Source: an optimization exercise on an open RTL-to-GDS flow (aim: small area). Production flows keep margins and buffers that such runs may drop.
Function was not checked in any run shown here: the RTL went through the layout flow alone.
No activity file was given, so power comes from the tool's default toggle rates.

==> design.v <==
module ktoi(Ncbps,k,i);
	input wire [6:0]Ncbps;  
	input wire [6:0]k;
	output reg [7:0]i;
	always@(*)
	begin
		if (Ncbps == 7'd48)
		begin
			i = (4'd3)*(k%(5'd16)) + (k >> 4);
		end
		else if (Ncbps == 7'd96)
		begin
			i = (4'd6)*(k%(5'd16)) + (k >> 4);
		end
		else  
			i = 8'b0;
	end
endmodule
module itok(Ncbps,i,k);
	input wire [6:0]Ncbps;  
	input wire [6:0]i;
	output reg [6:0]k;  
	always@(*)
	begin
		if (Ncbps == 7'd48)
		begin
			k = (i<<4) - 47*((i<<4)/48);
		end
		else if (Ncbps == 7'd96)
		begin
			k = (i<<4) - 95*((i<<4)/96);
		end
		else  
			k = 8'b0;
	end
endmodule
module interleaver(
    input wire clk,
    input wire [4:0] B,
    input wire [1:0] e,
    input wire sig,
    input wire in,
    output reg out
    );
	reg a0;
	always @(*) begin
		case ({e[1], e[0], B[3], B[2], B[1], B[0]})
			6'b000100: a0 = 1'b1;
			6'b100100: a0 = 1'b1;
			6'b010100: a0 = 1'b1;
			6'b001100: a0 = 1'b1;
			6'b101100: a0 = 1'b1;
			6'b011100: a0 = 1'b1;
			6'b001010: a0 = 1'b1;
			6'b101010: a0 = 1'b1;
			6'b011010: a0 = 1'b1;
			6'b000110: a0 = 1'b1;
			6'b010110: a0 = 1'b1;
			6'b001110: a0 = 1'b1;
			6'b011110: a0 = 1'b1;
			6'b101001: a0 = 1'b1;
			6'b011001: a0 = 1'b1;
			6'b000101: a0 = 1'b1;
			6'b100101: a0 = 1'b1;
			6'b010101: a0 = 1'b1;
			6'b001101: a0 = 1'b1;
			6'b101101: a0 = 1'b1;
			6'b011101: a0 = 1'b1;
			6'b001011: a0 = 1'b1;
			6'b101011: a0 = 1'b1;
			6'b011011: a0 = 1'b1;
			default: a0 = 1'b0;
		endcase
	end
	reg b0;
	always @(*) begin
		case ({e[1], e[0], B[3], B[2], B[1], B[0]})
			6'b001000: b0 = 1'b1;
			6'b101000: b0 = 1'b1;
			6'b011000: b0 = 1'b1;
			6'b000010: b0 = 1'b1;
			6'b100010: b0 = 1'b1;
			6'b010010: b0 = 1'b1;
			6'b100110: b0 = 1'b1;
			6'b100001: b0 = 1'b1;
			6'b010001: b0 = 1'b1;
			6'b001001: b0 = 1'b1;
			6'b000011: b0 = 1'b1;
			6'b100011: b0 = 1'b1;
			6'b010011: b0 = 1'b1;
			6'b000111: b0 = 1'b1;
			6'b100111: b0 = 1'b1;
			6'b010111: b0 = 1'b1;
			default: b0 = 1'b0;
		endcase
	end
	reg [7:0] s0_1;
	reg [7:0] s0_2;
	wire s0_o1 = s0_1[7];
	wire s0_o2 = s0_2[7];
	wire s0_i1 = a0 ? in : s0_o1;
	wire s0_i2 = b0 ? in : s0_o2;
	wire s0_y = a0 ? s0_o1 : b0 ? s0_o2 : in;
	always @(posedge clk) s0_1 <= {s0_1[6:0], s0_i1};
	always @(posedge clk) s0_2 <= {s0_2[6:0], s0_i2};
	reg a1;
	always @(*) begin
		case ({e[1], e[0], B[2], B[1], B[0]})
			5'b00100: a1 = 1'b1;
			5'b10100: a1 = 1'b1;
			5'b01100: a1 = 1'b1;
			5'b00010: a1 = 1'b1;
			5'b01010: a1 = 1'b1;
			5'b00110: a1 = 1'b1;
			5'b01110: a1 = 1'b1;
			5'b10001: a1 = 1'b1;
			5'b01001: a1 = 1'b1;
			5'b00101: a1 = 1'b1;
			5'b10101: a1 = 1'b1;
			5'b01101: a1 = 1'b1;
			default: a1 = 1'b0;
		endcase
	end
	reg b1;
	always @(*) begin
		case ({e[1], e[0], B[2], B[1], B[0]})
			5'b00000: b1 = 1'b1;
			5'b10000: b1 = 1'b1;
			5'b01000: b1 = 1'b1;
			5'b10010: b1 = 1'b1;
			5'b00001: b1 = 1'b1;
			5'b00011: b1 = 1'b1;
			5'b10011: b1 = 1'b1;
			5'b01011: b1 = 1'b1;
			default: b1 = 1'b0;
		endcase
	end
	reg [3:0] s1_1;
	reg [3:0] s1_2;
	wire s1_o1 = s1_1[3];
	wire s1_o2 = s1_2[3];
	wire s1_i1 = a1 ? s0_y : s1_o1;
	wire s1_i2 = b1 ? s0_y : s1_o2;
	wire s1_y = a1 ? s1_o1 : b1 ? s1_o2 : s0_y;
	always @(posedge clk) s1_1 <= {s1_1[2:0], s1_i1};
	always @(posedge clk) s1_2 <= {s1_2[2:0], s1_i2};
	reg a2;
	always @(*) begin
		case ({e[1], e[0], B[1], B[0]})
			4'b0000: a2 = 1'b1;
			4'b0100: a2 = 1'b1;
			4'b0010: a2 = 1'b1;
			4'b0110: a2 = 1'b1;
			4'b1001: a2 = 1'b1;
			4'b0101: a2 = 1'b1;
			default: a2 = 1'b0;
		endcase
	end
	reg b2;
	always @(*) begin
		case ({e[1], e[0], B[1], B[0]})
			4'b1000: b2 = 1'b1;
			4'b0001: b2 = 1'b1;
			4'b1011: b2 = 1'b1;
			4'b0111: b2 = 1'b1;
			default: b2 = 1'b0;
		endcase
	end
	reg [1:0] s2_1;
	reg [1:0] s2_2;
	wire s2_o1 = s2_1[1];
	wire s2_o2 = s2_2[1];
	wire s2_i1 = a2 ? s1_y : s2_o1;
	wire s2_i2 = b2 ? s1_y : s2_o2;
	wire s2_y = a2 ? s2_o1 : b2 ? s2_o2 : s1_y;
	always @(posedge clk) s2_1 <= {s2_1[0:0], s2_i1};
	always @(posedge clk) s2_2 <= {s2_2[0:0], s2_i2};
	reg a3;
	always @(*) begin
		case ({e[1], e[0], B[0]})
			3'b000: a3 = 1'b1;
			3'b010: a3 = 1'b1;
			3'b011: a3 = 1'b1;
			default: a3 = 1'b0;
		endcase
	end
	reg b3;
	always @(*) begin
		case ({e[0], B[0]})
			2'b01: b3 = 1'b1;
			default: b3 = 1'b0;
		endcase
	end
	reg [0:0] s3_1;
	reg [0:0] s3_2;
	wire s3_o1 = s3_1[0];
	wire s3_o2 = s3_2[0];
	wire s3_i1 = a3 ? s2_y : s3_o1;
	wire s3_i2 = b3 ? s2_y : s3_o2;
	wire s3_y = a3 ? s3_o1 : b3 ? s3_o2 : s2_y;
	always @(posedge clk) s3_1 <= s3_i1;
	always @(posedge clk) s3_2 <= s3_i2;
	reg w4;
	always @(*) begin
		case ({B[4], B[3], B[2], B[1]})
			4'b0000: w4 = 1'b1;
			4'b0010: w4 = 1'b1;
			4'b0001: w4 = 1'b1;
			4'b1111: w4 = 1'b1;
			default: w4 = 1'b0;
		endcase
	end
	wire g4 = w4 & ~sig;
	reg [23:0] s4_1;
	wire s4_o1 = s4_1[23];
	wire s4_i1 = g4 ? s4_o1 : s3_y;
	wire s4_y = g4 ? s3_y : s4_o1;
	always @(posedge clk) s4_1 <= {s4_1[22:0], s4_i1};
	reg w5;
	always @(*) begin
		case ({B[3], B[2], B[1]})
			3'b000: w5 = 1'b1;
			3'b111: w5 = 1'b1;
			default: w5 = 1'b0;
		endcase
	end
	wire g5 = w5 & ~sig;
	reg [11:0] s5_1;
	wire s5_o1 = s5_1[11];
	wire s5_i1 = g5 ? s5_o1 : s4_y;
	wire s5_y = g5 ? s4_y : s5_o1;
	always @(posedge clk) s5_1 <= {s5_1[10:0], s5_i1};
	reg w6;
	always @(*) begin
		case ({B[2], B[1]})
			2'b11: w6 = 1'b1;
			default: w6 = 1'b0;
		endcase
	end
	wire g6 = w6 & ~sig;
	reg [5:0] s6_1;
	wire s6_o1 = s6_1[5];
	wire s6_i1 = g6 ? s6_o1 : s5_y;
	wire s6_y = g6 ? s5_y : s6_o1;
	always @(posedge clk) s6_1 <= {s6_1[4:0], s6_i1};
	reg w7;
	always @(*) begin
		case ({B[1], B[0]})
			2'b10: w7 = 1'b1;
			default: w7 = 1'b0;
		endcase
	end
	wire g7 = w7 & ~sig;
	reg [2:0] s7_1;
	wire s7_o1 = s7_1[2];
	wire s7_i1 = g7 ? s7_o1 : s6_y;
	wire s7_y = g7 ? s6_y : s7_o1;
	always @(posedge clk) s7_1 <= {s7_1[1:0], s7_i1};
	reg [20:0] p8;
	always @(posedge clk) p8 <= {p8[19:0], s7_y};
	always @(posedge clk) out <= p8[20];
endmodule
module deinterleaver(
    input wire clk,
    input wire [4:0] B,
    input wire [1:0] e,
    input wire sig,
    input wire in,
    output reg out
    );
	reg [20:0] p0;
	always @(posedge clk) p0 <= {p0[19:0], in};
	reg w1;
	always @(*) begin
		case ({B[1], B[0]})
			2'b01: w1 = 1'b1;
			default: w1 = 1'b0;
		endcase
	end
	wire g1 = w1 & ~sig;
	reg [2:0] s1_1;
	wire s1_o1 = s1_1[2];
	wire s1_i1 = g1 ? s1_o1 : p0[20];
	wire s1_y = g1 ? p0[20] : s1_o1;
	always @(posedge clk) s1_1 <= {s1_1[1:0], s1_i1};
	reg w2;
	always @(*) begin
		case ({B[2], B[1]})
			2'b00: w2 = 1'b1;
			default: w2 = 1'b0;
		endcase
	end
	wire g2 = w2 & ~sig;
	reg [5:0] s2_1;
	wire s2_o1 = s2_1[5];
	wire s2_i1 = g2 ? s2_o1 : s1_y;
	wire s2_y = g2 ? s1_y : s2_o1;
	always @(posedge clk) s2_1 <= {s2_1[4:0], s2_i1};
	reg w3;
	always @(*) begin
		case ({B[3], B[2], B[1]})
			3'b100: w3 = 1'b1;
			3'b011: w3 = 1'b1;
			default: w3 = 1'b0;
		endcase
	end
	wire g3 = w3 & ~sig;
	reg [11:0] s3_1;
	wire s3_o1 = s3_1[11];
	wire s3_i1 = g3 ? s3_o1 : s2_y;
	wire s3_y = g3 ? s2_y : s3_o1;
	always @(posedge clk) s3_1 <= {s3_1[10:0], s3_i1};
	reg w4;
	always @(*) begin
		case ({B[4], B[3], B[2], B[1]})
			4'b0100: w4 = 1'b1;
			4'b0010: w4 = 1'b1;
			4'b0001: w4 = 1'b1;
			4'b0011: w4 = 1'b1;
			default: w4 = 1'b0;
		endcase
	end
	wire g4 = w4 & ~sig;
	reg [23:0] s4_1;
	wire s4_o1 = s4_1[23];
	wire s4_i1 = g4 ? s4_o1 : s3_y;
	wire s4_y = g4 ? s3_y : s4_o1;
	always @(posedge clk) s4_1 <= {s4_1[22:0], s4_i1};
	reg a5;
	always @(*) begin
		case ({e[0], B[0]})
			2'b00: a5 = 1'b1;
			default: a5 = 1'b0;
		endcase
	end
	reg b5;
	always @(*) begin
		case ({e[1], e[0], B[0]})
			3'b010: b5 = 1'b1;
			3'b101: b5 = 1'b1;
			3'b011: b5 = 1'b1;
			default: b5 = 1'b0;
		endcase
	end
	reg [0:0] s5_1;
	reg [0:0] s5_2;
	wire s5_o1 = s5_1[0];
	wire s5_o2 = s5_2[0];
	wire s5_i1 = a5 ? s4_y : s5_o1;
	wire s5_i2 = b5 ? s4_y : s5_o2;
	wire s5_y = a5 ? s5_o1 : b5 ? s5_o2 : s4_y;
	always @(posedge clk) s5_1 <= s5_i1;
	always @(posedge clk) s5_2 <= s5_i2;
	reg a6;
	always @(*) begin
		case ({e[1], e[0], B[1], B[0]})
			4'b0000: a6 = 1'b1;
			4'b0100: a6 = 1'b1;
			4'b1010: a6 = 1'b1;
			4'b0011: a6 = 1'b1;
			default: a6 = 1'b0;
		endcase
	end
	reg b6;
	always @(*) begin
		case ({e[1], e[0], B[1], B[0]})
			4'b0010: b6 = 1'b1;
			4'b0110: b6 = 1'b1;
			4'b1001: b6 = 1'b1;
			4'b0101: b6 = 1'b1;
			4'b1011: b6 = 1'b1;
			4'b0111: b6 = 1'b1;
			default: b6 = 1'b0;
		endcase
	end
	reg [1:0] s6_1;
	reg [1:0] s6_2;
	wire s6_o1 = s6_1[1];
	wire s6_o2 = s6_2[1];
	wire s6_i1 = a6 ? s5_y : s6_o1;
	wire s6_i2 = b6 ? s5_y : s6_o2;
	wire s6_y = a6 ? s6_o1 : b6 ? s6_o2 : s5_y;
	always @(posedge clk) s6_1 <= {s6_1[0:0], s6_i1};
	always @(posedge clk) s6_2 <= {s6_2[0:0], s6_i2};
	reg a7;
	always @(*) begin
		case ({e[1], e[0], B[2], B[1], B[0]})
			5'b00100: a7 = 1'b1;
			5'b10100: a7 = 1'b1;
			5'b01100: a7 = 1'b1;
			5'b10110: a7 = 1'b1;
			5'b00101: a7 = 1'b1;
			5'b00111: a7 = 1'b1;
			5'b10111: a7 = 1'b1;
			5'b01111: a7 = 1'b1;
			default: a7 = 1'b0;
		endcase
	end
	reg b7;
	always @(*) begin
		case ({e[1], e[0], B[2], B[1], B[0]})
			5'b00010: b7 = 1'b1;
			5'b10010: b7 = 1'b1;
			5'b01010: b7 = 1'b1;
			5'b00110: b7 = 1'b1;
			5'b01110: b7 = 1'b1;
			5'b10001: b7 = 1'b1;
			5'b01001: b7 = 1'b1;
			5'b10101: b7 = 1'b1;
			5'b01101: b7 = 1'b1;
			5'b00011: b7 = 1'b1;
			5'b10011: b7 = 1'b1;
			5'b01011: b7 = 1'b1;
			default: b7 = 1'b0;
		endcase
	end
	reg [3:0] s7_1;
	reg [3:0] s7_2;
	wire s7_o1 = s7_1[3];
	wire s7_o2 = s7_2[3];
	wire s7_i1 = a7 ? s6_y : s7_o1;
	wire s7_i2 = b7 ? s6_y : s7_o2;
	wire s7_y = a7 ? s7_o1 : b7 ? s7_o2 : s6_y;
	always @(posedge clk) s7_1 <= {s7_1[2:0], s7_i1};
	always @(posedge clk) s7_2 <= {s7_2[2:0], s7_i2};
	reg a8;
	always @(*) begin
		case ({e[1], e[0], B[3], B[2], B[1], B[0]})
			6'b000000: a8 = 1'b1;
			6'b100000: a8 = 1'b1;
			6'b010000: a8 = 1'b1;
			6'b000100: a8 = 1'b1;
			6'b100100: a8 = 1'b1;
			6'b010100: a8 = 1'b1;
			6'b000110: a8 = 1'b1;
			6'b010110: a8 = 1'b1;
			6'b101110: a8 = 1'b1;
			6'b000001: a8 = 1'b1;
			6'b000101: a8 = 1'b1;
			6'b100101: a8 = 1'b1;
			6'b010101: a8 = 1'b1;
			6'b001111: a8 = 1'b1;
			6'b101111: a8 = 1'b1;
			6'b011111: a8 = 1'b1;
			default: a8 = 1'b0;
		endcase
	end
	reg b8;
	always @(*) begin
		case ({e[1], e[0], B[3], B[2], B[1], B[0]})
			6'b001100: b8 = 1'b1;
			6'b101100: b8 = 1'b1;
			6'b011100: b8 = 1'b1;
			6'b000010: b8 = 1'b1;
			6'b100010: b8 = 1'b1;
			6'b010010: b8 = 1'b1;
			6'b001010: b8 = 1'b1;
			6'b101010: b8 = 1'b1;
			6'b011010: b8 = 1'b1;
			6'b001110: b8 = 1'b1;
			6'b011110: b8 = 1'b1;
			6'b100001: b8 = 1'b1;
			6'b010001: b8 = 1'b1;
			6'b101001: b8 = 1'b1;
			6'b011001: b8 = 1'b1;
			6'b001101: b8 = 1'b1;
			6'b101101: b8 = 1'b1;
			6'b011101: b8 = 1'b1;
			6'b000011: b8 = 1'b1;
			6'b100011: b8 = 1'b1;
			6'b010011: b8 = 1'b1;
			6'b001011: b8 = 1'b1;
			6'b101011: b8 = 1'b1;
			6'b011011: b8 = 1'b1;
			default: b8 = 1'b0;
		endcase
	end
	reg [7:0] s8_1;
	reg [7:0] s8_2;
	wire s8_o1 = s8_1[7];
	wire s8_o2 = s8_2[7];
	wire s8_i1 = a8 ? s7_y : s8_o1;
	wire s8_i2 = b8 ? s7_y : s8_o2;
	wire s8_y = a8 ? s8_o1 : b8 ? s8_o2 : s7_y;
	always @(posedge clk) s8_1 <= {s8_1[6:0], s8_i1};
	always @(posedge clk) s8_2 <= {s8_2[6:0], s8_i2};
	always @(posedge clk) out <= s8_y;
endmodule
module wlan_interleaver_top(
    input wire clk,
    input wire reset,
    input wire il_in,
    output wire il_out,
    input wire dil_in,
    output wire dil_out
    );
	reg [4:0] B;
	reg [1:0] e;
	always @(posedge clk or negedge reset)
	begin
		if (!reset)
		begin
			B <= 5'd20;
			e <= 2'd0;
		end
		else if (e == 2'd2)
		begin
			B <= B + 5'd1;
			e <= 2'd0;
		end
		else
			e <= e + 2'd1;
	end
	reg sig_dl, sig_il;
	always @(posedge clk or negedge reset)
	begin
		if (!reset)
		begin
			sig_dl <= 1'b1;
			sig_il <= 1'b1;
		end
		else
		begin
			if ({B, e} == {5'd9, 2'd2})
				sig_dl <= 1'b0;
			if (!sig_dl && {B, e} == {5'd26, 2'd2})
				sig_il <= 1'b0;
		end
	end
	interleaver u_il (
		.clk(clk),
		.B(B),
		.e(e),
		.sig(sig_il),
		.in(il_in),
		.out(il_out)
	);
	deinterleaver u_dil (
		.clk(clk),
		.B(B),
		.e(e),
		.sig(sig_dl),
		.in(dil_in),
		.out(dil_out)
	);
endmodule
==> run.sh <==
#!/bin/bash
# synth_recipe.tcl (not shown) runs the flow's synth.tcl, then flattens the netlist and writes it again
# the make line also repeats each setting of config.mk as NAME=value (left out here)
make -C /OpenROAD-flow-scripts/flow DESIGN_CONFIG=/design/flow/config.mk WORK_HOME=/design/flow/orfs CLKGATE_MAP_FILE= SYNTH_SCRIPT=/design/flow/synth_recipe.tcl finish
==> config.mk <==
export PLATFORM = sky130hd
export DESIGN_NAME = wlan_interleaver_top
export DESIGN_NICKNAME = wlan_interleaver_top
export VERILOG_FILES = /design/flow/design.v
export SDC_FILE = /design/flow/constraint.sdc
export NUM_CORES = 4
export LEC_CHECK = 0
export ABC_AREA = 1
export CAP_MARGIN = 20
export CORE_MARGIN = 2
export CORE_UTILIZATION = 40
export SLEW_MARGIN = 20
==> constraint.sdc <==
create_clock -name core_clock -period 25.0 [get_ports {clk}]
set_input_delay 5.0000 -clock core_clock [delete_from_list [all_inputs] [get_ports {clk}]]
set_output_delay 5.0000 -clock core_clock [all_outputs]
set_load 0.01 [all_outputs]
==> impl_results.md, run 1 <==
* Synth Net Count at approximately 460
* Total GRT Usage at 12.0%
* Worst path slowest cell: clkdlybuf4s50_1
* Total grt overflow at 0
* Number of cell rows at 42
* CP cell instances: clkdlybuf4s50_1
* Relative slew slack at 62.5%
* Hold crit path type: reg2reg
* RSZ-0062 raised after global routing: no
* CTS tree: done
* First DRT Iteration DRCs at roughly 180
* Clock Tree Buf Depth at 3
* Via density at 4.38
* Final GP Congestion at between 0.8 and 0.9
* TritonCTS Sinks at 203
* DP HPWL at 5.18 mm
* Critical-path maximum fanout at 1
* Flops & latches, synth at 203
* HP Start: u_dil.s7_1[0]
* WP data arrival at 1.28 ns
* Drt wl/cell at 12.5 µm
* Final Hold Viols at 0
* Tmin final at 6.28 ns
* Initial antenna violation count at 0
* Fraction of registers with async set or reset after synthesis at 4.43%
* R2r setup slk at 22.06 ns
* First-pass GRT wire length at roughly 14 mm
* Static Leak at 2.73 nW
* Routed Antenna Nets at 0
* R2r endpoint: u_il.s7_1[0]
* Die W at 121 µm
* Drt pass-1 iters at 4
* Endpoints failing setup at 0
* Buf/Inv on CP at 1
* Port bufs at 5
* Largest stage delay on the critical path at about 0.52 ns
* Final cell count without fillers at 656
* Core area at 0.0133 mm²
* WHS Path Cells at 0
* Final worst-path cycle share at 25.1%
* Max cap viols at 0
* Hold_ws at 0.321 ns
* Share of post-route cells with drive strength above 1 at 16.0%
* Clock Skew at 0.0146 ns
* VDD IR max at 0.0493 mV
* CP Launch Type: flop
* Clk root buf: clkbuf_16
* Io pins at 6
* Post-CTS setup buffers at 0
* Worst path top cell family by delay: buffers and inverters
* Layout area overhead at 14.7%
* Crit path kind: reg2out
* FF-to-FF Start: B[1]
* DRC errors left at 0
* Highest clock rate at 159 MHz
* Worst-path clk slew at roughly 0.060 ns
* Total Wirelength at 8.20 mm
* CTS resizes at 0
* Die area at between 0.01 and 0.015 mm²
* # placed instances at 627
* Number of global-route vias before repair at ~3000
* Clock insertion delay at the later pin of the skew report at around 0.47 ns
* Worst-Margin Slew at 0.563 ns
* Antenna cells at 0
* Reg2reg path depth at 20
* Initial core utilization at 41.3%
* Largest net degree at the start of global routing at 16
* Cts bufs inserted at 19
* Syn Std Cell Area at approximately 0.0055 mm²
* Die H at 121 µm
* # hold bufs at CTS at 0
* Syn avg cell area at roughly 12 µm²
* Setup Total Neg Slack at 0 ns
* Register area share after synthesis at about three quarters
* Most common cell after layout, fill and taps aside: dfxtp_1
* Post-Synthesis Cells at between 400 and 500
* DR vias at 2875
* Fin. max-slew vios at 0
* Worst EP required at 20.00 ns
* H-tree depth reported by CTS at 1
* CP Capture Type: output pin
* Hold EP: u_dil.s7_1[1]
* Ys flop type: dfxtp_1
* Distinct cell type count of the synthesized netlist at 42
* Commonest cells after routing, fill and taps aside: 190 x dfxtp_1, 58 x nand2_1, 36 x inv_1
* # nets final at 482
* Power Dens Cells at 97.7 mW/mm²
* Post-synth EDFFs at 4
* Status: finished clean
* Ys Warns at 3
worst reg2reg max path: stages, from the launching register on:
cell,delay (ns)
dfrtp_1,0.70
clkinv_2,0.20
ha_1,0.35
nor2_2,0.20
inv_1,0.11
nand2_1,0.08
nand2_1,0.08
nand2_2,0.08
nand4_1,0.12
nand3_2,0.13
nand3_2,0.08
nand2_2,0.09
nand3_2,0.07
nand2_2,0.06
nand2_2,0.06
nand2_2,0.07
nand3_2,0.07
nand3_2,0.08
nand3_2,0.07
nand3_1,0.07
nand2_1,0.05
synth_stat cells, drive strengths merged, types with 4 or more instances:
library cell,count,share of area (%)
a21oi,9,0.88
dfrtp,5,2.3
ha,6,1.4
dfstp,4,1.9
a31oi,9,1.0
dfxtp,190,69
nand2,72,5.7
edfxtp,4,2.2
buf,6,1.2
nor2,33,2.7
o21ai,31,3.1
nand3,18,2.3
inv,42,3.0
worst max path at each step:
| stage | cells after the start | start | to |
|---|---|---|---|
| final | 1 | u_il.out | il_out |
| after global routing | 1 | u_dil.out | dil_out |
| after CTS | 1 | u_il.out | il_out |
| after detailed placement | 15 | il_in | u_il.s7_1[0] |
| after global placement | 15 | il_in | u_il.s7_1[0] |
| after floorplan | 14 | il_in | u_il.p8[0] |
sequential cells by signal, indices dropped and copies added, names as in the netlist, 12 cells and up:
| name | cells |
|---|---|
| u_il.p8 | 21 |
| u_dil.s4_1 | 24 |
| u_dil.s3_1 | 12 |
| u_il.s4_1 | 24 |
| u_dil.p0 | 21 |
| u_il.s5_1 | 12 |
per-stage QoR:
step	setup slack, ns	power, W	utilization [%]	cell area [µm²]
after floorplan	19.02	0.000341	-	5520
after global placement	18.52	0.000343	42.7	5700
after detailed placement	18.45	0.000343	42.7	5700
after CTS	18.70	0.000625	47.4	6330
after global routing	18.64	0.000641	47.4	6330
final	18.72	0.000618	47.4	6330
layer usage:
layer / vias to the layer above / GRT usage, % / wire, µm
li1: 1476 / - / -
met1: 1315 / 16.7 / 4040
met2: 63 / 18.2 / 3450
met3: 21 / 2.68 / 439
met4: 0 / 4.53 / 265
met5: - / 0 / 0
power breakdown:
part / switching (W) / internal [W] / total (W)
Clock: 0.000110 / 0.000172 / 0.000283
Sequential: 0.00000178 / 0.000332 / 0.000333
Combinational: 0.00000143 / 0.00000122 / 0.00000265
logic make-up (layout without fill, tap and decap cells):
group / after synthesis / count (layout) / share of synthesized area (%)
XOR/XNOR: 3 / 3 / 0.476
adder cells (fa/ha/maj): 6 / 6 / 1.36
buffers and inverters: 50 / 77 / 4.58
flip-flops: 203 / 203 / 75.3
multiplexers: 1 / 1 / 0.204
AND/OR/NAND/NOR: 133 / 133 / 11.8
AO/OA/AOI/OAI: 57 / 57 / 6.22
final cells by class:
cell class	instances	area (µm²)
fillers	1222	7020
flip-flops and latches	203	4150
multi-input cells	200	1110
clock buffers	26	584
well taps	176	220
inverters	43	170
repair buffers	5	50.0
clock inverters	3	41.3
==> inputs of run 2 (changes only) <==
--- a/config.mk
+++ b/config.mk
@@ -9,4 +9,5 @@
 export CAP_MARGIN = 20
 export CORE_MARGIN = 2
 export CORE_UTILIZATION = 40
+export CTS_BUF_LIST = sky130_fd_sc_hd__clkbuf_4
 export SLEW_MARGIN = 20
==> run 2 against run 1 <==
Critical path depth stayed put; area after synthesis is the same; core utilization fell by 0.24 points; largest power group unchanged; sequential share of layout area is 0.34 points higher.
==> impl_results.md, run 2 <==
* Cell area after layout at 0.00630 mm²
* Largest area contributor in the netlist: dfxtp_1
* Post-Synthesis Cells at 453
* Clock Tree Buf Depth at 3
* Routed Antenna Nets at 0
* Fraction of registers with async set or reset after synthesis at 4.43%
* Status: finished clean
* Worst path top cell family by delay: buffers and inverters
* Share of post-route cells with drive strength above 1 at 22.6%
* H-tree depth reported by CTS at 2
* Distinct cell type count of the synthesized netlist at 42
* Post-CTS setup buffers at 0
* Ys flop type: dfxtp_1
* Io pins at 6
* Antenna cells at 0
* Initial core utilization at 41.3%
* Highest clock rate at approximately 160 MHz
* Fill cells at between 1000 and 1500
* Final worst slack at roughly 19 ns
* VDD IR max at 0.0488 mV
* DP Area at 0.00570 mm²
* # hold bufs at CTS at 0
* Worst-Margin Slew at ~0.56 ns
* TritonCTS Sinks at 203
* Port bufs at 5
* Worst-path clk slew at 0.06 ns
* Initial antenna violation count at 0
* Most common cell after layout, fill and taps aside: dfxtp_1
* Synth Net Count at 463
* Worst EP required at 20.00 ns
* RSZ-0062 raised after global routing: no
* Top-count cell post-synth: dfxtp_1
* Synth top area cells: dfxtp_1 69%, nand2_1 3.9%, inv_1 2.5%
* WP data arrival at 1.38 ns
* Critical-path maximum fanout at 1
* Area of the multi-input gates at 0.00111 mm²
* Total GRT Usage at 12.4%
* Drt pass-1 iters at 4
* Largest net degree at the start of global routing at 14
* Final Hold Viols at 0
* R2r setup slk at roughly 22 ns
* First DRT Iteration DRCs at 130
* Tmin final at 6.38 ns
* Die H at about 120 µm
* Buf/Inv on CP at 1
* Final worst-path cycle share at 25.5%
* Hold crit path type: reg2reg
* Post-synth top area share at between 60% and 70%
* Cts bufs inserted at 46
* DP HPWL at 5.18 mm
* Endpoints failing setup at 0
* # nets final at 509
* Max cap viols at 0
* Relative slew slack at 62.4%
* Hold_ws at 0.322 ns
* Total grt overflow at 0
* Die area at roughly 0.015 mm²
* Clk root buf: clkbuf_4
* Drt wl/cell at 11.8 µm
* Syn avg cell area at roughly 12 µm²
* Largest registers: u_dil.s4_1 x24, u_il.s4_1 x24
* Fin. max-slew vios at 0
* Reg area at between 0.004 and 0.005 mm²
* Via density at between 4 and 5
* Power Dens Cells at 92.9 mW/mm²
* Total Wirelength at approximately 8.4 mm
* Die W at approximately 120 µm
* Core area at 0.0133 mm²
* Number of global-route vias before repair at about 3200
* Flops & latches, synth at 203
* Static Leak at between 2 and 3 nW
* CTS resizes at 0
* Total power at 0.000585 W
* Worst path slowest cell: clkdlybuf4s50_1
* DRC errors left at 0
* CP Launch Type: flop
* Setup WS pre-CTS at 18.45 ns
* DR vias at 3053
* Ys Warns at 3
* CP Capture Type: output pin
* Layout area overhead at 14.2%
* Register area share after synthesis at 75.3%
* Clock insertion delay at the later pin of the skew report at 0.56 ns
* First-pass GRT wire length at 14.6 mm
* Top cells by count, synth: 190 x dfxtp_1, 58 x nand2_1, 36 x inv_1
* Post-synth EDFFs at 4
* Commonest cells after routing, fill and taps aside: 190 x dfxtp_1, 69 x clkbuf_4, 58 x nand2_1
* Setup Total Neg Slack at 0 ns
* Clock Skew at 0.0164 ns
* Largest stage delay on the critical path at 0.52 ns
* Syn Std Cell Area at 0.00552 mm²
* Number of cell rows at 42
* Final GP Congestion at ~0.85
* CTS tree: done
* Crit path kind: reg2out
* CP cell instances: clkdlybuf4s50_1
==> run 2: path summary, 6_finish.rpt <==
kind | startpoint | end | cells after the start
setup / recovery | u_il.out | il_out | 1
hold / removal | u_dil.s3_1[0] | u_dil.s3_1[1] | 0
setup reg to reg | B[1] | u_il.s7_1[0] | 20
hold reg to reg | u_dil.s3_1[0] | u_dil.s3_1[1] | 0
max in group asynchronous | reset | B[2] | 1
min in group asynchronous | reset | B[3] | 1
==> run 2: stage by stage <==
step / cells / utilization (%)
6_report: 708 / 47.2
4_1_cts: 708 / 47.2
2_1_floorplan: 453 / -
5_1_grt: 708 / 47.2
3_5_place_dp: 627 / 42.7
3_3_place_gp: 627 / 42.7
==> run 2: cell families after synthesis <==
logic type	count (synthesis)	synth area share, %
multiplexers	1	0.204
flip-flops	203	75.3
buffers and inverters	50	4.58
AO/OA/AOI/OAI	57	6.22
adder cells (fa/ha/maj)	6	1.36
AND/OR/NAND/NOR	133	11.8
XOR/XNOR	3	0.476
==> run 2: worst reg2reg max path, delay by kind of cell (launching register included) <==
family	cells	cell delay [ns]
adder cells (fa/ha/maj)	1	0.35
AND/OR/NAND/NOR	17	1.48
buffers and inverters	2	0.31
flip-flops	1	0.70
==> run 2: power by group <==
part / leakage, nW / switching (W) / internal, W
clock: 0.347 / 0.000113 / 0.000136
sequential: 1.73 / 0.00000177 / 0.000331
combinational: 0.685 / 0.00000142 / 0.00000122
==> run 2: layout make-up <==
class	count	share of cell area (%)
clock buffer	69	8.23
clock inverter	12	1.19
inverter	43	2.70
multi-input combinational	200	17.6
sequential	203	66.0
tap	176	3.50
timing repair buffer	5	0.795
==> run 2: per-layer routing <==
layer | GRT usage (%) | vias up | share of wire (%)
met4 | 5.32 | 0 | 1.3
met3 | 4.23 | 10 | 4.6
li1 | - | 1563 | -
met1 | 16.4 | 1424 | 50
met2 | 18.6 | 56 | 44
met5 | 0 | - | 0
==> inputs of run 3 (changes only) <==
--- a/config.mk
+++ b/config.mk
@@ -10,4 +10,6 @@
 export CORE_MARGIN = 2
 export CORE_UTILIZATION = 40
 export CTS_BUF_LIST = sky130_fd_sc_hd__clkbuf_4
+export CTS_CLUSTER_DIAMETER = 50
+export CTS_CLUSTER_SIZE = 10
 export SLEW_MARGIN = 20
==> run 3 against run 2 <==
Clock skew grew 0.027 ns; register-to-register slack hardly changed; flip-flop and latch count stayed put; sequential power about the same; cell count shrank 7.1%; critical path depth did not move; worst setup slack got worse by 0.0090 ns; design area decreased by 5.8%; clock power fell by 42%; sequential share of layout area up 4.0 points; die area unchanged; synthesized cell count did not move; largest cell class unchanged.
==> impl_results.md, run 3 <==
* Endpoints failing setup at 0
* Tmin final at 6.39 ns
* Flops & latches, synth at 203
* Synth Area in Simple Gates at 11.8%
* Synth top area cells: dfxtp_1 69%, nand2_1 3.9%, inv_1 2.5%
* Post-synth EDFFs at 4
* Critical Path Start: u_il.out
* Largest family of logic cells by synthesized area: simple AND/OR/NAND/NOR gates
* Clock Tree Buf Depth at 3
* Clock insertion delay at the later pin of the skew report at a little under 0.6 ns
* WP data arrival at 1.39 ns
* Post-synthesis xor/xnor area fraction at 0.476%
* Port bufs at 5
* TritonCTS Sinks at ~200
* Core area at around 0.013 mm²
* Reg2reg path depth at 20
* Synth Area in Compound Gates at 6.22%
* Max cap viols at 0
* Initial antenna violation count at 0
* R2r setup slk at 22.06 ns
* Number of global-route vias before repair at 2948
* Total GRT Usage at between 10% and 20%
* # hold bufs at CTS at 0
* Setup Total Neg Slack at 0 ns
* Post-synthesis mux area share at 0.204%
* Crit path kind: reg2out
* Static Leak at 2.55 nW
* GR Util met2 at roughly 18%
* Worst EP required at 20.00 ns
* R2r endpoint: u_il.s7_1[0]
* Routed Antenna Nets at 0
* Top-count cell post-synth: dfxtp_1
* CP cell instances: clkdlybuf4s50_1
* Clk root buf: clkbuf_4
* Post-Synthesis Cells at 453
* Power Dens Cells at 81.0 mW/mm²
* Die H at 121 µm
* DP Area at 0.00570 mm²
* Register area share after synthesis at 75.3%
* Post-synth top area share at 69.0%
* Total Wirelength at 8.01 mm
* DRC errors left at 0
* VDD IR max at 0.0491 mV
* Final worst slack at 18.61 ns
* Fin. max-slew vios at 0
* Cell area after layout at 0.00593 mm²
* Fill cells at 1255
* Hold crit path type: reg2reg
* Layout area overhead at 7.55%
* Distinct cell type count of the synthesized netlist at between 40 and 50
* Initial core utilization at 41.3%
* Total grt overflow at 0
* Most common cell after layout, fill and taps aside: dfxtp_1
* Drt pass-1 iters at 4
* First-pass GRT wire length at 13.8 mm
* Top cells by count, synth: 190 x dfxtp_1, 58 x nand2_1, 36 x inv_1
* Fraction of registers with async set or reset after synthesis at 4.43%
* Syn Std Cell Area at 0.00552 mm²
* Final GP Congestion at 0.849
* Largest net degree at the start of global routing at 14
* Worst path top cell family by delay: buffers and inverters
* Final worst-path cycle share at 25.6%
* Via density at around 4.4
* Post-CTS setup buffers at 0
* Setup WS pre-CTS at 18.45 ns
* CTS resizes at 0
* Io pins at 6
* Commonest cells after routing, fill and taps aside: 190 x dfxtp_1, 58 x nand2_1, 36 x inv_1
* Syn avg cell area at 12.2 µm²
* First DRT Iteration DRCs at 127
* DP HPWL at ~5.2 mm
* Clock Skew at 0.0436 ns
* CTS tree: done
* CP Capture Type: output pin
* Post-synthesis adder-cell area fraction at between 1 and 1.5%
* Routing usage on met1 at 16.2%
* FF-to-FF Start: B[1]
* Buf/Inv on CP at 1
* Met3 Usage GRT at 3.34%
* Die W at 121 µm
* Final Hold Viols at 0
* Worst-path clk slew at 0.10 ns
* # nets final at 487
* RSZ-0062 raised after global routing: no
* Drt wl/cell at 12.2 µm
* CP Depth at 1
* Status: finished clean
* Synth Net Count at about 460
* Largest stage delay on the critical path at 0.52 ns
* Ys Warns at 3
* Die area at 0.0147 mm²
* Number of cell rows at 42
* Relative slew slack at between 60 and 70%
* Highest clock rate at between 150 and 200 MHz
* GR peak layer: met2
* Cts bufs inserted at 24
* CP Launch Type: flop
* Worst path slowest cell: clkdlybuf4s50_1
* Worst-Margin Slew at 0.549 ns
* Hold_ws at 0.313 ns
* Share of post-route cells with drive strength above 1 at 16.4%
* Worst Setup EP: il_out
* Largest registers: u_dil.s4_1 x24, u_il.s4_1 x24
* H-tree depth reported by CTS at 1
* Critical-path maximum fanout at 1
* Ys flop type: dfxtp_1
* Antenna cells at 0
* Largest area contributor in the netlist: dfxtp_1
* DR vias at 2893
==> run 3: cell count changes in the layout (fill, tap and decap cells not counted), sizes merged <==
| cell | before | now |
|---|---|---|
| bufinv | 1 | 0 |
| clkbuf | 69 | 29 |
| clkinv | 11 | 2 |
==> run 3: how the worst min path moves through the flow <==
stage / slack [ns] / cells after the start / start / end
after floorplan: 0.31 / 0 / u_dil.p0[9] / u_dil.p0[10]
after global placement: 0.31 / 0 / u_dil.s3_1[0] / u_dil.s3_1[1]
after detailed placement: 0.31 / 0 / u_il.p8[11] / u_il.p8[12]
after CTS: 0.32 / 0 / u_il.s0_1[2] / u_il.s0_1[3]
after global routing: 0.32 / 0 / u_dil.p0[10] / u_dil.p0[11]
final: 0.31 / 0 / u_il.p8[2] / u_il.p8[3]
==> run 3: cell families (layout without fill, tap and decap cells) <==
| logic type | count (synthesis) | after routing |
|---|---|---|
| adders and majority gates | 6 | 6 |
| DFF | 203 | 203 |
| and+or+nand+nor | 133 | 133 |
| xor gates and xnor gates | 3 | 3 |
| muxes | 1 | 1 |
| AOI/OAI and AO/OA | 57 | 57 |
| buffers and inverters | 50 | 79 |
==> run 3: routing by layer <==
layer | vias up | share of wire (%)
li1 | 1493 | -
met1 | 1332 | 51
met2 | 53 | 42
met3 | 15 | 5.4
met4 | 0 | 1.9
met5 | - | 0
==> run 3: report_power, final <==
| group | total (W) | switching, W | internal [W] |
|---|---|---|---|
| Combinational | 0.00000266 | 0.00000144 | 0.00000122 |
| Clock | 0.000145 | 0.0000915 | 0.0000535 |
| Sequential | 0.000333 | 0.00000174 | 0.000331 |
| Total | 0.000481 | 0.0000947 | 0.000386 |
==> run 3: area by class of cell <==
| class | instances | area (µm²) | share of cell area [%] |
|---|---|---|---|
| clock buffers | 29 | 218 | 3.67 |
| clock inverters | 2 | 11.3 | 0.190 |
| inverters | 43 | 170 | 2.87 |
| multi-input cells | 200 | 1110 | 18.7 |
| flip-flops and latches | 203 | 4150 | 70.0 |
| well taps | 176 | 220 | 3.71 |
| repair buffers | 5 | 50.0 | 0.844 |
==> run 3: metrics by stage <==
step / instances / power (W) / util [%]
after floorplan: 453 / 0.000341 / -
after global placement: 627 / 0.000343 / 42.7
after detailed placement: 627 / 0.000343 / 42.7
after CTS: 658 / 0.000489 / 44.4
after global routing: 658 / 0.000505 / 44.4
final: 658 / 0.000481 / 44.4
==> inputs of run 4 (changes only) <==
--- a/config.mk
+++ b/config.mk
@@ -9,7 +9,7 @@
 export CAP_MARGIN = 20
 export CORE_MARGIN = 2
 export CORE_UTILIZATION = 40
-export CTS_BUF_LIST = sky130_fd_sc_hd__clkbuf_4
-export CTS_CLUSTER_DIAMETER = 50
-export CTS_CLUSTER_SIZE = 10
+export CTS_BUF_LIST = sky130_fd_sc_hd__clkbuf_16
+export CTS_CLUSTER_DIAMETER = 60
+export CTS_CLUSTER_SIZE = 16
 export SLEW_MARGIN = 20
==> run 4 against run 3 <==
Still clean on timing, DRC and antenna; routed wire length down 0.19%; area after synthesis did not move; global-route usage down 0.14 points; critical path type unchanged.
==> impl_results.md, run 4 <==
* DP HPWL at 5.18 mm
* Routed Antenna Nets at 0
* HP Start: u_dil.s4_1[5]
* Layout area overhead at 11.5%
* Post-Synthesis Cells at between 400 and 500
* TritonCTS Sinks at 203
* Critical Path Start: u_dil.out
* Post-synthesis xor/xnor area fraction at less than 1%
* Share of post-route cells with drive strength above 1 at 14.2%
* Syn Std Cell Area at 0.00552 mm²
* Clock insertion delay at the later pin of the skew report at 0.47 ns
* Critical-path maximum fanout at 1
* Hold crit path type: reg2reg
* Power Dens Cells at 90.5 mW/mm²
* Largest stage delay on the critical path at 0.52 ns
* Final GP Congestion at between 0.8 and 0.9
* DRC errors left at 0
* Ys flop type: dfxtp_1
* Synth Net Count at between 400 and 500
* Drt pass-1 iters at 4
* RSZ-0062 raised after global routing: no
* Core Util, Final at 46.1%
* Distinct cell type count of the synthesized netlist at 42
* Reg2reg path depth at 20
* Clock Skew at 0.0256 ns
* Worst EP required at 20.00 ns
* Die H at 121 µm
* Syn avg cell area at between 10 and 15 µm²
* Top-count cell post-synth: dfxtp_1
* Tmin final at 6.27 ns
* Endpoints failing setup at 0
* R2r endpoint: u_il.s7_1[0]
* Final Hold Viols at 0
* Worst Setup EP: dil_out
* VDD IR max at approximately 0.049 mV
* First-pass GRT wire length at 13.8 mm
* Largest net degree at the start of global routing at 18
* Buf/Inv on CP at 1
* Largest registers: u_dil.s4_1 x24, u_il.s4_1 x24
* R2r setup slk at 22.07 ns
* Die W at 121 µm
* Largest area contributor in the netlist: dfxtp_1
* Relative slew slack at 63.1%
* Highest clock rate at 159 MHz
* Top cells by count, synth: 190 x dfxtp_1, 58 x nand2_1, 36 x inv_1
* CP cell instances: clkdlybuf4s50_1
* CP Capture Type: output pin
* Worst-Margin Slew at between 0.5 and 0.6 ns
* Total GRT Usage at around an eighth
* Fill cells at 1232
* # nets final at 479
* Initial antenna violation count at 0
* Synth top area cells: dfxtp_1 69%, nand2_1 3.9%, inv_1 2.5%
* CP Depth at 1
* Antenna cells at 0
* Fin. max-slew vios at 0
* CTS resizes at 0
* Register area share after synthesis at 75.3%
* Initial core utilization at between 40 and 50%
* Port bufs at 5
* Largest family of logic cells by synthesized area: simple AND/OR/NAND/NOR gates
* Die area at 0.0147 mm²
* Post-synthesis adder-cell area fraction at 1.36%
* Clock Tree Buf Depth at 3
* Worst path slowest cell: clkdlybuf4s50_1
* Post-synth EDFFs at 4
* Synth Area in Compound Gates at 6.22%
* Io pins at 6
* Worst-path clk slew at roughly 0.07 ns
* Number of cell rows at 42
* FF-to-FF Start: B[1]
* Crit path kind: reg2out
* Cts bufs inserted at 16
* Post-synthesis mux area share at 0.204%
* Via density at 4.40
* Ys Warns at 3
* Drt wl/cell at approximately 12 µm
* Commonest cells after routing, fill and taps aside: 190 x dfxtp_1, 58 x nand2_1, 40 x inv_1
* First DRT Iteration DRCs at 141
* # hold bufs at CTS at 0
* CP Launch Type: flop
* Fraction of registers with async set or reset after synthesis at 4.43%
* Static Leak at 2.65 nW
* Post-synth top area share at slightly below 70%
* Post-CTS setup buffers at 0
* WP data arrival at 1.27 ns
* Clk root buf: clkbuf_16
* Max cap viols at 0
* Status: finished clean
* Total grt overflow at 0
* Number of global-route vias before repair at 2900
* Final worst-path cycle share at about a quarter
* Flops & latches, synth at 203
* Most common cell after layout, fill and taps aside: dfxtp_1
* DR vias at 2854
* Total Wirelength at ~8.0 mm
* Core area at 0.0133 mm²
* CTS tree: done
* Worst path top cell family by delay: buffers and inverters
* Synth Area in Simple Gates at 11.8%
* H-tree depth reported by CTS at 1
* Setup Total Neg Slack at 0 ns
run 4: cell counts after synthesis:
No cell type changed its count.
run 4: cell families after synthesis:
logic type	count (synthesis)
flip-flops	203
AND/OR/NAND/NOR	133
AO/OA/AOI/OAI	57
buffers and inverters	50
adder cells (fa/ha/maj)	6
XOR/XNOR	3
multiplexers	1
run 4: final cells by class:
cell class	count	area (µm²)	share of cell area [%]
inverters	43	170	2.77
clock buffers	17	425	6.92
well taps	176	220	3.58
multi-input cells	200	1110	18.0
clock inverters	5	22.5	0.366
repair buffers	5	50.0	0.814
flip-flops and latches	203	4150	67.5
run 4: routing by layer:
layer	vias up	wire length, µm	global-route usage [%]	part of all wire (%)
li1	1470	-	-	-
met1	1321	4070	16.2	51
met2	47	3390	17.9	42
met3	16	365	2.96	4.6
met4	0	175	3.38	2.2
met5	-	0	0	0
run 4: worst min path at each step:
stage,endpoint,cells past startpoint,slack (ns)
floorplan,u_dil.p0[10],0,0.31
global placement,u_dil.s3_1[1],0,0.31
detailed placement,u_il.p8[12],0,0.31
CTS,u_dil.s8_2[7],0,0.32
global route,u_dil.p0[11],0,0.32
finish,u_dil.s4_1[6],0,0.32
run 4: where the power goes:
group	internal [W]	total (W)	switching, W
Clock	0.000121	0.000221	0.000100
Combinational	0.00000122	0.00000266	0.00000144
Sequential	0.000331	0.000333	0.00000176
Total	0.000454	0.000557	0.000103
run 4: metrics by stage:
step | worst slack, ns | hold slack (ns) | area, µm² | power [W] | instances
after floorplan | 19.02 | 0.310 | 5520 | 0.000341 | 453
after global placement | 18.52 | 0.310 | 5700 | 0.000343 | 627
after detailed placement | 18.45 | 0.312 | 5700 | 0.000343 | 627
after CTS | 18.70 | 0.320 | 6150 | 0.000565 | 649
after global routing | 18.66 | 0.321 | 6150 | 0.000577 | 649
final | 18.73 | 0.316 | 6150 | 0.000557 | 649
==> inputs of run 5 (changes only) <==
--- a/config.mk
+++ b/config.mk
@@ -9,7 +9,7 @@
 export CAP_MARGIN = 20
 export CORE_MARGIN = 2
 export CORE_UTILIZATION = 40
-export CTS_BUF_LIST = sky130_fd_sc_hd__clkbuf_16
+export CTS_BUF_LIST = sky130_fd_sc_hd__clkbuf_8
 export CTS_CLUSTER_DIAMETER = 60
 export CTS_CLUSTER_SIZE = 16
 export SLEW_MARGIN = 20
==> run 5 against run 4 <==
Die area is the same; design area shrank 3.1%; area after synthesis unchanged; register-to-register slack about the same; routed wire length decreased by 0.23%; sequential share of layout area increased by 2.2 points; core utilization decreased by 1.4 points; critical path depth unchanged.
==> impl_results.md, run 5 <==
* Status: finished clean
* Synth top area cells: dfxtp_1 69%, nand2_1 3.9%, inv_1 2.5%
* Antenna cells at 0
* First-pass GRT wire length at approximately 14 mm
* Largest registers: u_dil.s4_1 x24, u_il.s4_1 x24
* WP data arrival at 1.30 ns
* TritonCTS Sinks at 203
* Tmin final at 6.30 ns
* Hold_ws at 0.318 ns
* Static Leak at 2.56 nW
* Top-count cell post-synth: dfxtp_1
* Number of global-route vias before repair at just under 3000
* Post-synth top area share at between 60 and 70%
* Routed Antenna Nets at 0
* CP cell instances: clkdlybuf4s50_1
* Drt wl/cell at 12.3 µm
* Crit path kind: reg2out
* # hold bufs at CTS at 0
* Post-CTS setup buffers at 0
* Core area at 0.0133 mm²
* Via density at roughly 4.4
* Cts bufs inserted at 16
* Worst-Margin Slew at 0.551 ns
* VDD IR max at 0.0510 mV
* H-tree depth reported by CTS at 1
* Layout area overhead at 8.05%
* Post-synth EDFFs at 4
* DR vias at around 2900
* Syn avg cell area at about 12 µm²
* Top cells by count, synth: 190 x dfxtp_1, 58 x nand2_1, 36 x inv_1
* Highest clock rate at ~160 MHz
* Clock Tree Buf Depth at 3
* Worst EP required at 20.00 ns
* Endpoints failing setup at 0
* Setup Total Neg Slack at 0 ns
* Total grt overflow at 0
* Io pins at 6
* Critical-path maximum fanout at 1
* Relative slew slack at 63.2%
* Number of cell rows at 42
* CTS resizes at 0
* Largest net degree at the start of global routing at 18
* DP HPWL at 5.18 mm
* Die H at 121 µm
* Most common cell after layout, fill and taps aside: dfxtp_1
* Commonest cells after routing, fill and taps aside: 190 x dfxtp_1, 58 x nand2_1, 40 x inv_1
* # nets final at 479
* Fraction of registers with async set or reset after synthesis at 4.43%
* Initial core utilization at approximately 41%
* Worst path slowest cell: clkdlybuf4s50_1
* Die W at 121 µm
* CP Capture Type: output pin
* Max cap viols at 0
* DRC errors left at 0
* Share of post-route cells with drive strength above 1 at 14.2%
* Syn Std Cell Area at 0.00552 mm²
* Ys Warns at 3
* Clock insertion delay at the later pin of the skew report at 0.48 ns
* Initial antenna violation count at 0
* CP Launch Type: flop
* Final Hold Viols at 0
* Final worst-path cycle share at between 20% and 30%
* Hold crit path type: reg2reg
* Post-Synthesis Cells at 453
* Largest stage delay on the critical path at 0.52 ns
* First DRT Iteration DRCs at 139
* Flops & latches, synth at 203
* R2r setup slk at between 20 and 25 ns
* Worst-path clk slew at 0.10 ns
* CTS tree: done
* Fill cells at 1256
* Die area at 0.0147 mm²
* Port bufs at 5
* Fin. max-slew vios at 0
* Total Wirelength at 7.98 mm
* Final GP Congestion at 0.849
* Buf/Inv on CP at 1
* Clk root buf: clkbuf_8
* Total GRT Usage at 11.5%
* Largest area contributor in the netlist: dfxtp_1
* Register area share after synthesis at between 70% and 80%
* Clock Skew at 0.0308 ns
* Ys flop type: dfxtp_1
* Worst path top cell family by delay: buffers and inverters
* Drt pass-1 iters at 4
* Distinct cell type count of the synthesized netlist at 42
* RSZ-0062 raised after global routing: no
* Power Dens Cells at 82.0 mW/mm²
* Synth Net Count at 463
[run 5: cells by family (layout without fill, tap and decap cells)]
kind of cell	Yosys count	in the layout	synth area share, %
adder cells (fa/ha/maj)	6	6	1.36
AO/OA/AOI/OAI	57	57	6.22
buffers and inverters	50	70	4.58
XOR/XNOR	3	3	0.476
multiplexers	1	1	0.204
flip-flops	203	203	75.3
AND/OR/NAND/NOR	133	133	11.8
[run 5: cell type report]
| type | instances | area, µm² | area share, % |
|---|---|---|---|
| Multi-Input combinational cell | 200 | 1110 | 18.6 |
| Inverter | 43 | 170 | 2.86 |
| Tap cell | 176 | 220 | 3.70 |
| Clock inverter | 5 | 22.5 | 0.378 |
| Sequential cell | 203 | 4150 | 69.7 |
| Clock buffer | 17 | 234 | 3.93 |
| Timing Repair Buffer | 5 | 50.0 | 0.840 |
[run 5: per-layer routing]
metal	GRT usage [%]	share of wire (%)	vias up
met5	0	0	-
met4	3.52	2.1	0
met3	2.91	4.4	12
met2	17.7	43	45
met1	16.1	51	1333
li1	-	-	1467
[run 5: power by group]
part | internal [W] | total [W] | switching [W]
registers | 0.000331 | 0.000333 | 0.00000176
clock network | 0.0000624 | 0.000153 | 0.0000910
logic | 0.00000122 | 0.00000267 | 0.00000146
[run 5: metrics by stage]
step	utilization [%]	total power, W	worst slack (ns)	std cells	area, µm²
after global routing	44.6	0.000511	18.61	649	5960
after floorplan	-	0.000341	19.02	453	5520
after detailed placement	42.7	0.000343	18.45	627	5700
after global placement	42.7	0.000343	18.52	627	5700
after CTS	44.6	0.000496	18.67	649	5960
final	44.6	0.000489	18.70	649	5960
[run 5: final timing paths]
check | from | end | cells past startpoint
worst max-delay path | u_dil.out | dil_out | 1
worst min-delay path | u_dil.s4_1[5] | u_dil.s4_1[6] | 0
worst max register to register | B[1] | u_il.s7_1[0] | 20
worst min register to register | u_dil.s4_1[5] | u_dil.s4_1[6] | 0
max in group asynchronous | reset | sig_il | 1
min in group asynchronous | reset | B[3] | 1
==> inputs of run 6 (changes only) <==
--- a/config.mk
+++ b/config.mk
@@ -9,7 +9,7 @@
 export CAP_MARGIN = 20
 export CORE_MARGIN = 2
 export CORE_UTILIZATION = 40
-export CTS_BUF_LIST = sky130_fd_sc_hd__clkbuf_8
-export CTS_CLUSTER_DIAMETER = 60
-export CTS_CLUSTER_SIZE = 16
+export CTS_BUF_LIST = sky130_fd_sc_hd__clkbuf_16
+export CTS_CLUSTER_DIAMETER = 80
+export CTS_CLUSTER_SIZE = 25
 export SLEW_MARGIN = 20
==> run 6 against run 5 <==
Maximum frequency increased by 0.19%; routed wire length shrank 0.20%; core utilization grew 0.82 points; global-route usage barely moved; area after synthesis unchanged; clock-buffer cell count down 4; synthesized cell count is the same; clock power rose by 27%; largest cell class unchanged.
==> impl_results.md, run 6 <==
* Clock insertion delay at the later pin of the skew report at 0.46 ns
* Antenna cells at 0
* Largest stage delay on the critical path at 0.52 ns
* Initial core utilization at 41.3%
* CP Launch Type: flop
* Total grt overflow at 0
* H-tree depth reported by CTS at 1
* DR vias at 2855
* Share of post-route cells with drive strength above 1 at roughly 14%
* First-pass GRT wire length at 13.6 mm
* Die W at approximately 120 µm
* Crit path kind: reg2out
* Relative slew slack at 63.7%
* CTS resizes at 0
* Status: finished clean
* Final GP Congestion at 0.849
* FF-to-FF Start: B[1]
* Worst EP required at 20.00 ns
* WP data arrival at 1.28 ns
* Worst-Margin Slew at 0.545 ns
* Clock power frac at a little under two fifths
* Die H at 121 µm
* DP HPWL at 5.18 mm
* Layout area overhead at 10.0%
* Top-count cell post-synth: dfxtp_1
* Post-Synthesis Cells at 453
* WHS Path Cells at 0
* Routed Antenna Nets at 0
* Tmin final at 6.28 ns
* Clock Tree Buf Depth at 3
* # nets final at 475
* CTS tree: done
* Seq pwr share at 62.7%
* Clk root buf: clkbuf_16
* Largest registers: u_dil.s4_1 x24, u_il.s4_1 x24
* Drt pass-1 iters at 4
* Buf/Inv on CP at 1
* Power Dens Cells at 87.5 mW/mm²
* RSZ-0062 raised after global routing: no
* Flops & latches, synth at 203
* Core area at 0.0133 mm²
* Top cells by count, synth: 190 x dfxtp_1, 58 x nand2_1, 36 x inv_1
* TritonCTS Sinks at 203
* Final Hold Viols at 0
* Max cap viols at 0
* Register area share after synthesis at 75.3%
* Synth Net Count at around 460
* Highest clock rate at 159 MHz
* Initial antenna violation count at 0
* Hold crit path type: reg2reg
* Drt wl/cell at 12.3 µm
* Post-CTS setup buffers at 0
* Clock Skew at 0.0148 ns
* Worst path slowest cell: clkdlybuf4s50_1
* Number of cell rows at 42
* Die area at 0.0147 mm²
* CP cell instances: clkdlybuf4s50_1
* Total GRT Usage at 11.6%
* Worst path top cell family by delay: buffers and inverters
* Total net switching power at between 0.0001 and 0.00015 W
* Distinct cell type count of the synthesized netlist at between 40 and 50
* Core Util, Final at 45.5%
* Post-synth top area share at 69.0%
* Commonest cells after routing, fill and taps aside: 190 x dfxtp_1, 58 x nand2_1, 40 x inv_1
* Setup Total Neg Slack at 0 ns
* HP Start: u_dil.p0[10]
* Io pins at 6
* Syn avg cell area at ~12 µm²
* Largest area contributor in the netlist: dfxtp_1
* First DRT Iteration DRCs at 157
* Ys Warns at 3
* Critical Path Start: u_il.out
* Reg2reg path depth at 20
* Synth top area cells: dfxtp_1 69%, nand2_1 3.9%, inv_1 2.5%
* Fraction of registers with async set or reset after synthesis at 4.43%
* CP Depth at 1
* CP Capture Type: output pin
* Final worst-path cycle share at between 20% and 30%
* Fill cells at about 1200
* Number of global-route vias before repair at 2847
* Static Leak at around 2.6 nW
* Largest net degree at the start of global routing at 27
* Switching Share at 19.3%
* Cts bufs inserted at 12
* P_int at 0.000429 W
* Worst-path clk slew at approximately 0.090 ns
* Ys flop type: dfxtp_1
* DRC errors left at 0
* Fin. max-slew vios at 0
* Total Wirelength at 7.97 mm
* # hold bufs at CTS at 0
* Most common cell after layout, fill and taps aside: dfxtp_1
* Port bufs at 5
* VDD IR max at 0.0552 mV
* Logic pwr share at less than 1%
* Via density at 4.42
* Endpoints failing setup at 0
* Critical-path maximum fanout at 1
* Syn Std Cell Area at approximately 0.0055 mm²
* Post-synth EDFFs at 4
run 6: cell count changes in the layout (fill, tap and decap cells not counted), sizes merged:
| cell | change |
|---|---|
| inv | +1 |
| clkinvlp | -1 |
| clkbuf | -4 |
| clkinv | +1 |
run 6: path summary, 6_finish.rpt:
path	slack, ns	to
min in group asynchronous	4.83	e[1]
min	0.33	u_dil.p0[11]
max in group asynchronous	19.84	sig_dl
max reg2reg	22.07	u_il.s7_1[0]
min reg2reg	0.33	u_dil.p0[11]
max	18.72	il_out
run 6: power groups by stage:
stage            logic, W  registers, W  clock network, W
6_report       0.00000266      0.000333          0.000195
3_5_place_dp   0.00000266      0.000340                 0
3_3_place_gp   0.00000251      0.000340                 0
2_1_floorplan  0.00000162      0.000340                 0
4_1_cts        0.00000269      0.000333          0.000202
5_1_grt        0.00000309      0.000334          0.000214
run 6: area by class of cell:
cell class	instances	area [µm²]	share of cell area [%]
multi-input combinational	200	1110	18.3
inverter	43	170	2.80
tap	176	220	3.63
sequential	203	4150	68.5
timing repair buffer	5	50.0	0.825
clock buffer	13	325	5.36
clock inverter	6	40.0	0.660
run 6: metal layers:
layer | wire length (µm) | GRT usage (%)
met4 | 245 | 4.45
met2 | 3370 | 17.7
met5 | 0 | 0
met3 | 413 | 2.58
met1 | 3940 | 16.1
run 6: cell families after synthesis:
family / after synthesis / share of synthesized area [%]
xor+xnor: 3 / 0.476
buf+inv: 50 / 4.58
fa+ha+maj: 6 / 1.36
mux: 1 / 0.204
simple gates: 133 / 11.8
flops: 203 / 75.3
compound gates: 57 / 6.22
run 6: metrics by stage:
step / hold WS, ns / setup slack, ns / total power (W) / area [µm²] / std cells
2_1_floorplan: 0.310 / 19.02 / 0.000341 / 5520 / 453
3_3_place_gp: 0.310 / 18.52 / 0.000343 / 5700 / 627
3_5_place_dp: 0.312 / 18.45 / 0.000343 / 5700 / 627
4_1_cts: 0.324 / 18.70 / 0.000537 / 6070 / 646
5_1_grt: 0.323 / 18.65 / 0.000551 / 6070 / 646
6_report: 0.326 / 18.72 / 0.000531 / 6070 / 646
==> inputs of run 7 (changes only) <==
--- a/config.mk
+++ b/config.mk
@@ -9,7 +9,7 @@
 export CAP_MARGIN = 20
 export CORE_MARGIN = 2
 export CORE_UTILIZATION = 40
-export CTS_BUF_LIST = sky130_fd_sc_hd__clkbuf_16
-export CTS_CLUSTER_DIAMETER = 80
-export CTS_CLUSTER_SIZE = 25
+export CTS_BUF_LIST = sky130_fd_sc_hd__clkbuf_2 sky130_fd_sc_hd__clkbuf_4
+export CTS_CLUSTER_DIAMETER = 40
+export CTS_CLUSTER_SIZE = 8
 export SLEW_MARGIN = 20
==> run 7 against run 6 <==
Flip-flop and latch count did not move; design area fell by 1.9%; register-to-register slack barely moved; largest cell class unchanged.
==> impl_results.md, run 7 <==
* Status: finished clean
* Clock Skew at 0.0170 ns
* Power Dens Cells at 81.7 mW/mm²
* DP Area at 0.00570 mm²
* Final Hold Viols at 0
* Post-Synthesis Cells at 453
* Worst EP required at 20.00 ns
* Relative slew slack at between 60% and 70%
* R2r endpoint: u_il.s7_1[0]
* Total grt overflow at 0
* H-tree depth reported by CTS at 1
* Drt wl/cell at 12.2 µm
* Clock insertion delay at the later pin of the skew report at a little under 0.6 ns
* Reg2reg path depth at 20
* HP Start: u_il.s2_2[0]
* Final worst-path cycle share at 25.6%
* WHS Path Cells at 0
* Largest net degree at the start of global routing at 14
* Worst-path clk slew at 0.10 ns
* Final GP Congestion at 0.849
* # nets final at 492
* CP cell instances: clkdlybuf4s50_1
* R2r setup slk at 22.08 ns
* WP data arrival at 1.41 ns
* Initial core utilization at 41.3%
* Distinct cell type count of the synthesized netlist at 42
* Synth Net Count at 463
* FF-to-FF Start: B[1]
* Static Leak at 2.57 nW
* Register area share after synthesis at 75.3%
* Clk root buf: clkbuf_4
* Max cap viols at 0
* CP Depth at 1
* Worst path slowest cell: clkdlybuf4s50_1
* Commonest cells after routing, fill and taps aside: 190 x dfxtp_1, 58 x nand2_1, 36 x inv_1
* Crit path kind: reg2out
* Core Util, Final at 44.6%
* Die area at 0.0147 mm²
* Worst path top cell family by delay: buffers and inverters
* DP HPWL at 5.18 mm
* Ys flop type: dfxtp_1
* Io pins at 6
* DR vias at 2941
* CP Capture Type: output pin
* RSZ-0062 raised after global routing: no
* Share of post-route cells with drive strength above 1 at ~17%
* Drt pass-1 iters at 4
* Cell area after layout at 0.00595 mm²
* DRC errors left at 0
* Highest clock rate at 156 MHz
* Hold EP: u_il.s2_2[1]
* Hold crit path type: reg2reg
* CP Launch Type: flop
* First DRT Iteration DRCs at between 150 and 200
* Most common cell after layout, fill and taps aside: dfxtp_1
* Die W at 121 µm
* Synth top area cells: dfxtp_1 69%, nand2_1 3.9%, inv_1 2.5%
* Fraction of registers with async set or reset after synthesis at under 10%
* Post-synth EDFFs at 4
* Largest registers: u_dil.s4_1 x24, u_il.s4_1 x24
* Post-CTS setup buffers at 0
* Ys Warns at 3
* Antenna cells at 0
* Tmin final at 6.41 ns
* Cts bufs inserted at 29
* Largest area contributor in the netlist: dfxtp_1
* Top-count cell post-synth: dfxtp_1
* Via density at approximately 4.4
* First-pass GRT wire length at ~14 mm
* Total GRT Usage at 11.9%
* Buf/Inv on CP at 1
* Port bufs at 5
* Critical-path maximum fanout at 1
* Syn avg cell area at about 12 µm²
* Post-synth top area share at between 60 and 70%
* CTS resizes at 0
* Clock Tree Buf Depth at 3
* Fin. max-slew vios at 0
* Total Wirelength at 8.05 mm
* Largest stage delay on the critical path at 0.52 ns
* Fill cells at approximately 1300
* Syn Std Cell Area at 0.00552 mm²
* Die H at around 120 µm
* Layout area overhead at 7.92%
* Core area at 0.0133 mm²
* Number of global-route vias before repair at 3003
* Routed Antenna Nets at 0
* CTS tree: done
* Setup Total Neg Slack at 0 ns
* VDD IR max at 0.0473 mV
* # hold bufs at CTS at 0
* Worst-Margin Slew at 0.555 ns
* Endpoints failing setup at 0
* Initial antenna violation count at 0
* Flops & latches, synth at slightly above 200
* Number of cell rows at 42
* TritonCTS Sinks at 203
* Top cells by count, synth: 190 x dfxtp_1, 58 x nand2_1, 36 x inv_1
* Hold_ws at 0.318 ns
[run 7: layout make-up]
type / instances / area (µm²) / share of cell area [%]
clock buffers: 32 / 240 / 4.04
clock inverters: 2 / 8.76 / 0.147
flip-flops and latches: 203 / 4150 / 69.8
inverters: 43 / 170 / 2.86
repair buffers: 5 / 50.0 / 0.841
well taps: 176 / 220 / 3.70
multi-input cells: 200 / 1110 / 18.6
[run 7: metrics by stage]
| stage | power (W) | worst slack (ns) | cells |
|---|---|---|---|
| final | 0.000486 | 18.59 | 661 |
| after global routing | 0.000513 | 18.46 | 661 |
| after detailed placement | 0.000343 | 18.45 | 627 |
| after CTS | 0.000496 | 18.52 | 661 |
| after global placement | 0.000343 | 18.52 | 627 |
| after floorplan | 0.000341 | 19.02 | 453 |
[run 7: worst max path at each step]
stage | start | end
5_1_grt | u_dil.out | dil_out
2_1_floorplan | il_in | u_il.p8[0]
4_1_cts | u_dil.out | dil_out
3_3_place_gp | il_in | u_il.s7_1[0]
6_report | u_il.out | il_out
3_5_place_dp | il_in | u_il.s7_1[0]
[run 7: cells by family (layout without fill, tap and decap cells)]
group	after synthesis	in the layout	share of synthesized area [%]
DFF	203	203	75.3
and+or+nand+nor	133	133	11.8
adders and majority gates	6	6	1.36
muxes	1	1	0.204
AOI/OAI and AO/OA	57	57	6.22
xor gates and xnor gates	3	3	0.476
buffers and inverters	50	82	4.58
[run 7: routing by layer]
metal	vias up	GRT usage (%)	routed length, µm
met4	0	3.66	146
met1	1378	16.4	4060
met3	12	3.76	425
met2	48	17.9	3420
li1	1503	-	-
met5	-	0	0
[run 7: report_power, final]
group,switching (W),internal [W]
clock,0.0000920,0.0000588
combinational,0.00000145,0.00000122
sequential,0.00000175,0.000331
total,0.0000952,0.000391

port drivers added, routing unchanged:
Ports are ideal in the flow. The routed layouts listed here were re-timed in OpenROAD. Step 1 (the two cells are an assumption about what drives the block):
set clk [get_ports {clk}]
set_driving_cell -lib_cell sky130_fd_sc_hd__clkbuf_16 $clk
set_driving_cell -lib_cell sky130_fd_sc_hd__buf_2 [delete_from_list [all_inputs] $clk]
Step 2, shift: input delay + t, output delay - t, t = (earliest + latest rising clock arrival at the registers) / 2. This alone moves slack from input paths to output paths. Slacks: no drivers / after step 1 / after step 2; pairs: no drivers / after step 1.
run	t (ns)	slack for setup (ns)	hold slack, ns	worst data-port slew with drivers (ns)	pins driven straight from the clock port
run 1	0.500	18.719 / 18.683 / 18.457	0.321 / 0.321 / 0.321	0.03	1
run 2	0.587	18.621 / 18.588 / 18.462	0.322 / 0.322 / 0.322	0.03	1
run 3	0.604	18.612 / 18.578 / 18.490	0.313 / 0.313 / 0.313	0.03	1
run 4	0.489	18.728 / 18.692 / 18.468	0.316 / 0.316 / 0.316	0.03	1
run 5	0.499	18.704 / 18.673 / 18.477	0.318 / 0.318 / 0.318	0.03	1
run 6	0.493	18.716 / 18.675 / 18.471	0.326 / 0.326 / 0.326	0.03	1
run 7	0.610	18.592 / 18.563 / 18.465	0.318 / 0.318 / 0.318	0.03	1
After both steps setup and hold are still met in every run listed. The setup slack of run 1, which loses most, moves by -0.036 ns with the drivers and by -0.262 ns with both steps.
